From an optimization exercise on the open Yosys and OpenROAD flow, aimed at small area; shortcuts taken in it are not production practice. Only simulation tests tie the RTL to the original design; equivalence was not proved. The clock port is modelled as an ideal driver, which makes a skipped or thinned clock tree look cheaper than it is; a real chip needs a root buffer or a tree. No activity file was given, so power comes from the tool's default toggle rates.

== v6 ==
==> flow/design.v <==
module uart(txd,rxd,sysclk,reset);
output reg txd;
input rxd;
input sysclk,reset;
reg [1:0] ba; reg [2:0] bb; reg [4:0] bk;
always @(posedge sysclk)
  if (reset) begin ba <= 2'd0; bb <= 3'd0; bk <= 5'd0; end
  else begin
    ba <= {~ba[0], ba[1]^ba[0]};
    bb <= {~bb[1:0], bb[2]^bb[0]};
    bk <= {~bk[3:0], bk[4]^bk[1]};
  end
wire tick = (ba == 2'd2) && (bb == 3'd1) && (bk == 5'd9);
reg [7:0] rc;
always @(posedge sysclk)
  if (reset) rc <= 8'd0;
  else if (tick) begin
    if (rc == 8'd0) begin
      if (~rxd) rc <= 8'd161;
    end else
      rc <= rc - 8'd1;
  end
reg [7:0] rx;
integer i;
always @(posedge sysclk)
  for (i = 0; i < 8; i = i + 1)
    if (tick && rc[3:0] == 4'd9 && rc[7:4] == 8 - i)
      rx[i] <= rxd;
wire rxn = (rc[7:1] == 7'd2);    
wire rxdone = (rc == 8'd5);
reg [7:0] sp;
reg ready;
always @(posedge sysclk)
  if (reset) begin
    sp <= 8'd0;
    ready <= 1'b0;
  end else if (tick) begin
    if (ready && (sp == 8'd0 || sp == 8'd177)) sp <= 8'd13;
    else if (sp == 8'd13 && rxn) sp <= 8'd12;
    else if (sp == 8'd177) sp <= 8'd0;
    else if (sp != 8'd0 && sp != 8'd12) sp <= sp + 8'd1;
    if (rxn) ready <= 1'b1;
    else if (sp == 8'd13) ready <= 1'b0;
  end
reg [6:0] tb;
always @(posedge sysclk)
  for (i = 0; i < 7; i = i + 1)
    if (tick && ((rxdone && !(sp >= 8'd15 && sp <= 31 + 16*i)) || sp == 32 + 16*i))
      tb[i] <= rx[i] ^ rx[7];
reg bitv;
always @(*)
  case (sp[7:4])
    4'd1:  bitv = 1'b0;
    4'd2:  bitv = tb[0];
    4'd3:  bitv = tb[1];
    4'd4:  bitv = tb[2];
    4'd5:  bitv = tb[3];
    4'd6:  bitv = tb[4];
    4'd7:  bitv = tb[5];
    4'd8:  bitv = tb[6];
    4'd9:  bitv = 1'b0;
    default: bitv = 1'b1;
  endcase
always @(posedge sysclk)
  if (reset) txd <= 1'b1;
  else if (tick && sp[3:0] == 4'd0 && sp[7:4] != 4'd0 && sp[7:4] <= 4'd10)
    txd <= bitv;
endmodule
clock: 10.0 ns
lec_check: 0
cap_margin: 20
core_margin: 2
core_utilization: 40
slew_margin: 20
standard.sh (not shown) runs the stock make flow with config.mk's settings and CLKGATE_MAP_FILE= SYNTH_SCRIPT=/design/flow/synth_recipe.tcl, a recipe that flattens the netlist after the stock synthesis.
==> flow/flow/run.sh <==
#!/bin/bash
set -euo pipefail
W=$(pwd)
F=$W/flow
R=$W/orfs/results/$FLOW_PLATFORM/uart/base
LIB=$FLOW_HOME/platforms/$FLOW_PLATFORM/lib/sky130_fd_sc_hd__tt_025C_1v80.lib

bash standard.sh synth > synth.log 2>&1
cp $R/1_2_yosys.v $W/std_netlist.v
REMAP_LIB=$LIB REMAP_IN=$W/std_netlist.v REMAP_OUT=$W/remap_netlist.v REMAP_TOP=$FLOW_TOP \
  REMAP_SCRIPT=$F/area.script yosys -c $F/remap.tcl > remap.log 2>&1
mkdir -p $W/eq
cp $W/std_netlist.v $W/eq/gold.v
sed -E 's/\b_([0-9]+)_\b/_g\1_/g' $W/remap_netlist.v > $W/eq/gate.v
sed -e "s#LIB#$LIB#" -e "s#TOP#$FLOW_TOP#" $F/equiv.ys > $W/eq/equiv.ys
if (cd $W/eq && yosys -q equiv.ys) > equiv.log 2>&1; then
  echo "re-mapped netlist proven equivalent; using it" >> equiv.log
  cp $W/remap_netlist.v $R/1_2_yosys.v
  bash standard.sh synth > synth_odb.log 2>&1
else
  echo "equivalence not proven; keeping the standard netlist" >> equiv.log
fi

export BUFFER_PORTS_ARGS="-buffer_cell sky130_fd_sc_hd__buf_1"
export CTS_ARGS="-sink_clustering_enable -repair_clock_nets -dont_use_dummy_load"
export FLOW_CLOCK_PORT=sysclk
export POST_CTS_TCL=$F/post_cts.tcl
bash standard.sh > layout.log 2>&1
Other scripts of this flow, unchanged in this note and not shown: flow/flow/area.script, flow/flow/equiv.ys, flow/flow/post_cts.tcl, flow/flow/remap.tcl
v6 completed end to end with timing, DRC and antenna clean.
Changes in v7 relative to v6:
==> flow/design.v <==
module uart(txd,rxd,sysclk,reset);
output reg txd;
input rxd;
input sysclk,reset;
reg [1:0] ba; reg [2:0] bb; reg [4:0] bk;
always @(posedge sysclk)
  if (reset) begin ba <= 2'd0; bb <= 3'd0; bk <= 5'd0; end
  else begin
    ba <= {~ba[0], ba[1]^ba[0]};
    bb <= {~bb[1:0], bb[2]^bb[0]};
    bk <= {~bk[3:0], bk[4]^bk[1]};
  end
wire tick = (ba == 2'd2) && (bb == 3'd1) && (bk == 5'd9);
reg [3:0] rh, rl;
wire ridle = (rh == 4'd15);
always @(posedge sysclk)
  if (tick) rl <= (ridle && ~rxd) ? 4'd0 : rl + 4'd1;
always @(posedge sysclk)
  if (reset) rh <= 4'd15;
  else if (tick) begin
    if (ridle) begin
      if (~rxd) rh <= 4'd0;
    end else if (rh == 4'd10) rh <= 4'd15;    
    else if (rl == 4'd15) rh <= rh + 4'd1;
  end
reg [7:0] rx;
integer i;
always @(posedge sysclk)
  for (i = 0; i < 8; i = i + 1)
    if (tick && rl == 4'd8 && rh == i + 1)
      rx[i] <= rxd;
wire rxn = (rh == 4'd9) && (rl[3:1] == 3'd6);    
wire rxdone = (rh == 4'd9) && (rl == 4'd12);
reg [7:0] sp;
reg ready;
wire [3:0] sh = sp[7:4];
wire [3:0] sl = sp[3:0];
always @(posedge sysclk)
  if (reset) begin
    sp <= 8'ha1;
    ready <= 1'b0;
  end else if (tick) begin
    if (sp == 8'ha1) begin
      if (ready) sp <= 8'hfd;
    end else if (sp == 8'hfd && rxn) sp <= 8'hfc;
    else if (sp != 8'hfc) sp <= sp + 8'd1;
    if (rxn) ready <= 1'b1;
    else if (sp == 8'hfd) ready <= 1'b0;
  end
reg [6:0] tb;
always @(posedge sysclk)
  for (i = 0; i < 7; i = i + 1)
    if (tick && ((rxdone && !(sp == 8'hff || sh <= i)) || (sl == 4'd0 && sh == i + 1)))
      tb[i] <= rx[i] ^ rx[7];
reg bitv;
always @(*)
  case (sh)
    4'd0:  bitv = 1'b0;
    4'd1:  bitv = tb[0];
    4'd2:  bitv = tb[1];
    4'd3:  bitv = tb[2];
    4'd4:  bitv = tb[3];
    4'd5:  bitv = tb[4];
    4'd6:  bitv = tb[5];
    4'd7:  bitv = tb[6];
    4'd8:  bitv = 1'b0;
    default: bitv = 1'b1;
  endcase
always @(posedge sysclk)
  if (reset) txd <= 1'b1;
  else if (tick && sl == 4'd0 && sh <= 4'd9)
    txd <= bitv;
endmodule
==> comparison <==
- Final instance area, v7 and v6: larger value in v6
- v7 vs v6: detailed-route wire length on metal 1 down in v7
- In terms of buffer share of cell area, v6 and v7 differ only marginally.
- Delta (v7 minus v6): combinational fraction of design power fell by 0.2 points, area of the mapped netlist went down, global-route wire length before repair decreased 300 µm, core utilization went up.
- On v7: fraction of final layout cells with drive strength greater than 1 is 0.19 points higher than what v6 gave.
- Global-route usage delta (v6 -> v7): insignificant

========
JK:
uart with an RTL version that a note above also has.
Size: ~180 cells after synthesis, about 4 I/O pins, ~1800 um^2 of cells after synthesis.
==> module uart, before the edit <==
module uart(txd,rxd,sysclk,reset);
output reg txd;
input rxd;
input sysclk,reset;
reg [1:0] ba; reg [2:0] bb; reg [4:0] bk;
always @(posedge sysclk)
  if (reset) begin ba <= 2'd0; bb <= 3'd0; bk <= 5'd0; end
  else begin
    ba <= {~ba[0], ba[1]^ba[0]};
    bb <= {~bb[1:0], bb[2]^bb[0]};
    bk <= {~bk[3:0], bk[4]^bk[1]};
  end
wire tick = (ba == 2'd2) && (bb == 3'd1) && (bk == 5'd9);
reg [3:0] rh, rl;
wire ridle = (rh == 4'd15);
always @(posedge sysclk)
  if (tick) rl <= (ridle && ~rxd) ? 4'd0 : rl + 4'd1;
always @(posedge sysclk)
  if (reset) rh <= 4'd15;
  else if (tick) begin
    if (ridle) begin
      if (~rxd) rh <= 4'd0;
    end else if (rh == 4'd10) rh <= 4'd15;    
    else if (rl == 4'd15) rh <= rh + 4'd1;
  end
reg [7:0] rx;
integer i;
always @(posedge sysclk)
  for (i = 0; i < 8; i = i + 1)
    if (tick && rl == 4'd8 && rh == i + 1)
      rx[i] <= rxd;
wire rxn = (rh == 4'd9) && (rl[3:1] == 3'd6);    
wire rxdone = (rh == 4'd9) && (rl == 4'd12);
reg [7:0] sp;
reg ready;
wire [3:0] sh = sp[7:4];
wire [3:0] sl = sp[3:0];
always @(posedge sysclk)
  if (reset) begin
    sp <= 8'ha1;
    ready <= 1'b0;
  end else if (tick) begin
    if (sp == 8'ha1) begin
      if (ready) sp <= 8'hfd;
    end else if (sp == 8'hfd && rxn) sp <= 8'hfc;
    else if (sp != 8'hfc) sp <= sp + 8'd1;
    if (rxn) ready <= 1'b1;
    else if (sp == 8'hfd) ready <= 1'b0;
  end
reg [6:0] tb;
always @(posedge sysclk)
  for (i = 0; i < 7; i = i + 1)
    if (tick && ((rxdone && !(sp == 8'hff || sh <= i)) || (sl == 4'd0 && sh == i + 1)))
      tb[i] <= rx[i] ^ rx[7];
reg bitv;
always @(*)
  case (sh)
    4'd0:  bitv = 1'b0;
    4'd1:  bitv = tb[0];
    4'd2:  bitv = tb[1];
    4'd3:  bitv = tb[2];
    4'd4:  bitv = tb[3];
    4'd5:  bitv = tb[4];
    4'd6:  bitv = tb[5];
    4'd7:  bitv = tb[6];
    4'd8:  bitv = 1'b0;
    default: bitv = 1'b1;
  endcase
always @(posedge sysclk)
  if (reset) txd <= 1'b1;
  else if (tick && sl == 4'd0 && sh <= 4'd9)
    txd <= bitv;
endmodule
==> flow/config.mk <==
export PLATFORM = sky130hd
export DESIGN_NAME = uart
export DESIGN_NICKNAME = uart
export VERILOG_FILES = /design/flow/design.v
export SDC_FILE = /design/flow/constraint.sdc
export NUM_CORES = 4
export LEC_CHECK = 0
export CAP_MARGIN = 20
export CORE_MARGIN = 2
export CORE_UTILIZATION = 40
export SLEW_MARGIN = 20
==> flow/constraint.sdc <==
create_clock -name core_clock -period 10.0 [get_ports {sysclk}]
set_input_delay 2.0000 -clock core_clock [delete_from_list [all_inputs] [get_ports {sysclk}]]
set_output_delay 2.0000 -clock core_clock [all_outputs]
set_load 0.01 [all_outputs]
==> flow/flow/run.sh <==
#!/bin/bash
# Layout flow: the standard flow, with these changes:
#  1. the combinational logic of the standard synthesis is re-mapped with
#     several area-oriented ABC scripts (some with SAT-based AIG resynthesis,
#     &deepsyn), in parallel, starting both from the standard netlist and
#     from the same synthesis run with ORFS's area-oriented ABC script; the
#     smallest result proven equivalent to the standard netlist is used
#     (flip-flops untouched: same instances, names and cell types);
#  3. everything else is standard.sh unchanged.
# Each tool's output goes to a log file of its own in this folder.
set -euo pipefail
W=$(pwd)
F=$W/flow
R=$W/orfs/results/$FLOW_PLATFORM/uart/base
LIB=$FLOW_HOME/platforms/$FLOW_PLATFORM/lib/sky130_fd_sc_hd__tt_025C_1v80.lib
JOBS=${NUM_CORES:-4}

bash standard.sh synth > synth.log 2>&1
cp $R/1_2_yosys.v $W/std_netlist.v

# The same synthesis with ORFS's area-oriented ABC script, in a folder of its own.
sed -e "s#WORK_HOME=$W/orfs #WORK_HOME=$W/orfs_area ABC_AREA=1 #" standard.sh > standard_area.sh
if bash standard_area.sh synth > synth_area.log 2>&1; then
  cp $W/orfs_area/results/$FLOW_PLATFORM/uart/base/1_2_yosys.v $W/area_netlist.v
else
  cp $W/std_netlist.v $W/area_netlist.v
fi

mkdir -p $W/remap
run_remap() {
  local name=$1 in=$2 scripts=$3
  mkdir -p $W/remap/$name.d
  (cd $W/remap/$name.d && REMAP_LIB=$LIB REMAP_IN=$in REMAP_OUT=$W/remap/$name.v \
    REMAP_TOP=$FLOW_TOP REMAP_SCRIPTS=$scripts timeout 900 yosys -c $F/remap.tcl > $W/remap/$name.log 2>&1) || true
}
classic=$F/t5.script,$F/u4.script,$F/w3.script,$F/w4.script,$F/s1.script,$F/t10.script,$F/a2.script
jobs=("classic_std|$W/std_netlist.v|$classic" "classic_area|$W/area_netlist.v|$classic")
for s in $F/ds*.script; do
  b=$(basename $s .script)
  jobs+=("${b}_std|$W/std_netlist.v|$s" "${b}_area|$W/area_netlist.v|$s")
done
n=0
for job in "${jobs[@]}"; do
  IFS='|' read -r name in scripts <<< "$job"
  run_remap $name $in $scripts &
  n=$((n + 1))
  if [ $n -ge $JOBS ]; then wait -n || true; n=$((n - 1)); fi
done
wait

# Candidates from smallest to largest area; use the first one proven equivalent.
for st in $(ls $W/remap/*.v.stat 2> /dev/null); do
  a=$(awk '/Chip area for module/ {print $NF}' $st)
  [ -n "$a" ] && echo "$a ${st%.stat}"
done | sort -n > $W/remap/candidates.txt
cat $W/remap/candidates.txt > remap.log
used=std
mkdir -p $W/eq
while read -r a v; do
  cp $W/std_netlist.v $W/eq/gold.v
  sed -E 's/\b_([0-9]+)_\b/_g\1_/g' $v > $W/eq/gate.v
  sed -e "s#LIB#$LIB#" -e "s#TOP#$FLOW_TOP#" $F/equiv.ys > $W/eq/equiv.ys
  if (cd $W/eq && timeout 900 yosys -q equiv.ys) >> equiv.log 2>&1; then
    echo "$v ($a) proven equivalent; using it" >> equiv.log
    cp $v $R/1_2_yosys.v
    used=$v
    break
  else
    echo "$v ($a) not proven equivalent" >> equiv.log
  fi
done < $W/remap/candidates.txt
echo "netlist used: $used" >> equiv.log
if [ "$used" != std ]; then
  bash standard.sh synth > synth_odb.log 2>&1
fi

export BUFFER_PORTS_ARGS="-buffer_cell sky130_fd_sc_hd__buf_1"
export CTS_ARGS="-sink_clustering_enable -repair_clock_nets -dont_use_dummy_load"
export FLOW_CLOCK_PORT=sysclk
export POST_CTS_TCL=$F/post_cts.tcl
bash standard.sh > layout.log 2>&1
Other scripts of this flow, unchanged in this note and not shown: flow/flow/a2.script, flow/flow/ds1.script, flow/flow/ds2.script, flow/flow/ds3.script, flow/flow/ds4.script, flow/flow/ds5.script, flow/flow/ds6.script, flow/flow/ds7.script, flow/flow/ds8.script, flow/flow/equiv.ys, flow/flow/post_cts.tcl, flow/flow/remap.tcl, flow/flow/s1.script, flow/flow/t10.script, flow/flow/t5.script, flow/flow/u4.script, flow/flow/w3.script, flow/flow/w4.script
> inputs changed (JK -> MS)
==> flow/design.v <==
module uart(txd,rxd,sysclk,reset);
output reg txd;
input rxd;
input sysclk,reset;
reg [1:0] ba; reg [2:0] bb; reg [4:0] bk;
always @(posedge sysclk)
  if (reset) begin ba <= 2'd0; bb <= 3'd0; bk <= 5'd0; end
  else begin
    ba <= {~ba[0], ba[1]^ba[0]};
    bb <= {~bb[1:0], bb[2]^bb[0]};
    bk <= {~bk[3:0], bk[4]^bk[1]};
  end
wire tick = (ba == 2'd2) && (bb == 3'd1) && (bk == 5'd9);
reg [3:0] rh, rl;
wire ridle = (rh == 4'd15);
always @(posedge sysclk)
  if (tick) rl <= (ridle && ~rxd) ? 4'd0 : rl + 4'd1;
always @(posedge sysclk)
  if (reset) rh <= 4'd15;
  else if (tick) begin
    if (ridle) begin
      if (~rxd) rh <= 4'd0;
    end else if (rh == 4'd10) rh <= 4'd15;    
    else if (rl == 4'd15) rh <= rh + 4'd1;
  end
reg [7:0] rx;
integer i;
always @(posedge sysclk)
  for (i = 0; i < 8; i = i + 1)
    if (tick && rl == 4'd8 && rh == i + 1)
      rx[i] <= rxd;
wire rxn = (rh == 4'd9) && (rl[3:1] == 3'd6);    
wire rxdone = (rh == 4'd9) && (rl == 4'd12);
reg [7:0] sp;
reg ready;
wire [3:0] sh = sp[7:4];
wire [3:0] sl = sp[3:0];
always @(posedge sysclk)
  if (reset) begin
    sp <= 8'ha1;
    ready <= 1'b0;
  end else if (tick) begin
    if (sp == 8'ha4) sp <= 8'h00;
    else if (sp == 8'ha2 && rxn) sp <= 8'ha6;
    else if (!(sp == 8'ha6 || (sp == 8'ha1 && !ready))) sp <= sp + 8'd1;
    if (rxn) ready <= 1'b1;
    else if (sp == 8'ha2) ready <= 1'b0;
  end
reg [6:0] tb;
always @(posedge sysclk)
  for (i = 0; i < 7; i = i + 1)
    if (tick && ((rxdone && !(sp == 8'ha4 || sh <= i)) || (sl == 4'd0 && sh == i + 1)))
      tb[i] <= rx[i] ^ rx[7];
reg bitv;
always @(*)
  case (sh)
    4'd0:  bitv = 1'b0;
    4'd1:  bitv = tb[0];
    4'd2:  bitv = tb[1];
    4'd3:  bitv = tb[2];
    4'd4:  bitv = tb[3];
    4'd5:  bitv = tb[4];
    4'd6:  bitv = tb[5];
    4'd7:  bitv = tb[6];
    4'd8:  bitv = 1'b0;
    default: bitv = 1'b1;
  endcase
always @(posedge sysclk)
  if (reset) txd <= 1'b1;
  else if (tick && sl == 4'd0 && sh <= 4'd9)
    txd <= bitv;
endmodule
[summary]
- The final layout from MS, which completed every stage, passed the timing, design-rule and antenna checks at the end of the flow.
- The clock share of power of MS falls short of that of JK by 0.8 points.
- Comparing the two runs side by side, MS comes out behind JK on worst hold slack.
- Delta (MS minus JK): global-route usage over all layers level, wire length of the first global-routing pass went up about 0.75%, met3 routed wirelength shows an increase of about 22%.
- Sequential fraction of design power: MS and JK compared, higher one is MS

static timing again, ports no longer ideal:
The flow's constraints put no driver on any port. The routed layouts listed below were extracted and timed again, unchanged, in two steps. Step 1, drivers: a clkbuf_16 drives sysclk and a buf_2 each remaining input, both assumed. Step 2 times the ports against the registers' clock, not the clock port: input delays grow and output delays shrink by t, the midpoint of the rising clock arrivals with the driver on. Three values: ideal ports, drivers, drivers and shift; two values: the first two.
run | t, ns | setup slack, ns | hold WS [ns] | worst slew at a driven data input, ns | cell pins on the clock port's net
v6 | 0.185 | 6.564 / 6.595 / 6.410 | 0.424 / 0.424 / 0.424 | 0.03 | 4
v7 | 0.185 | 6.646 / 6.674 / 6.489 | 0.430 / 0.430 / 0.430 | 0.03 | 4
JK | 0.195 | 6.981 / 6.981 / 6.847 | 0.408 / 0.408 / 0.408 | 0.03 | 4
MS | 0.193 | 6.442 / 6.463 / 6.270 | 0.402 / 0.401 / 0.401 | 0.03 | 4
After both steps setup and hold are still met in every run listed. The setup slack of MS, which loses most, moves by +0.021 ns with the drivers and by -0.172 ns with both steps.
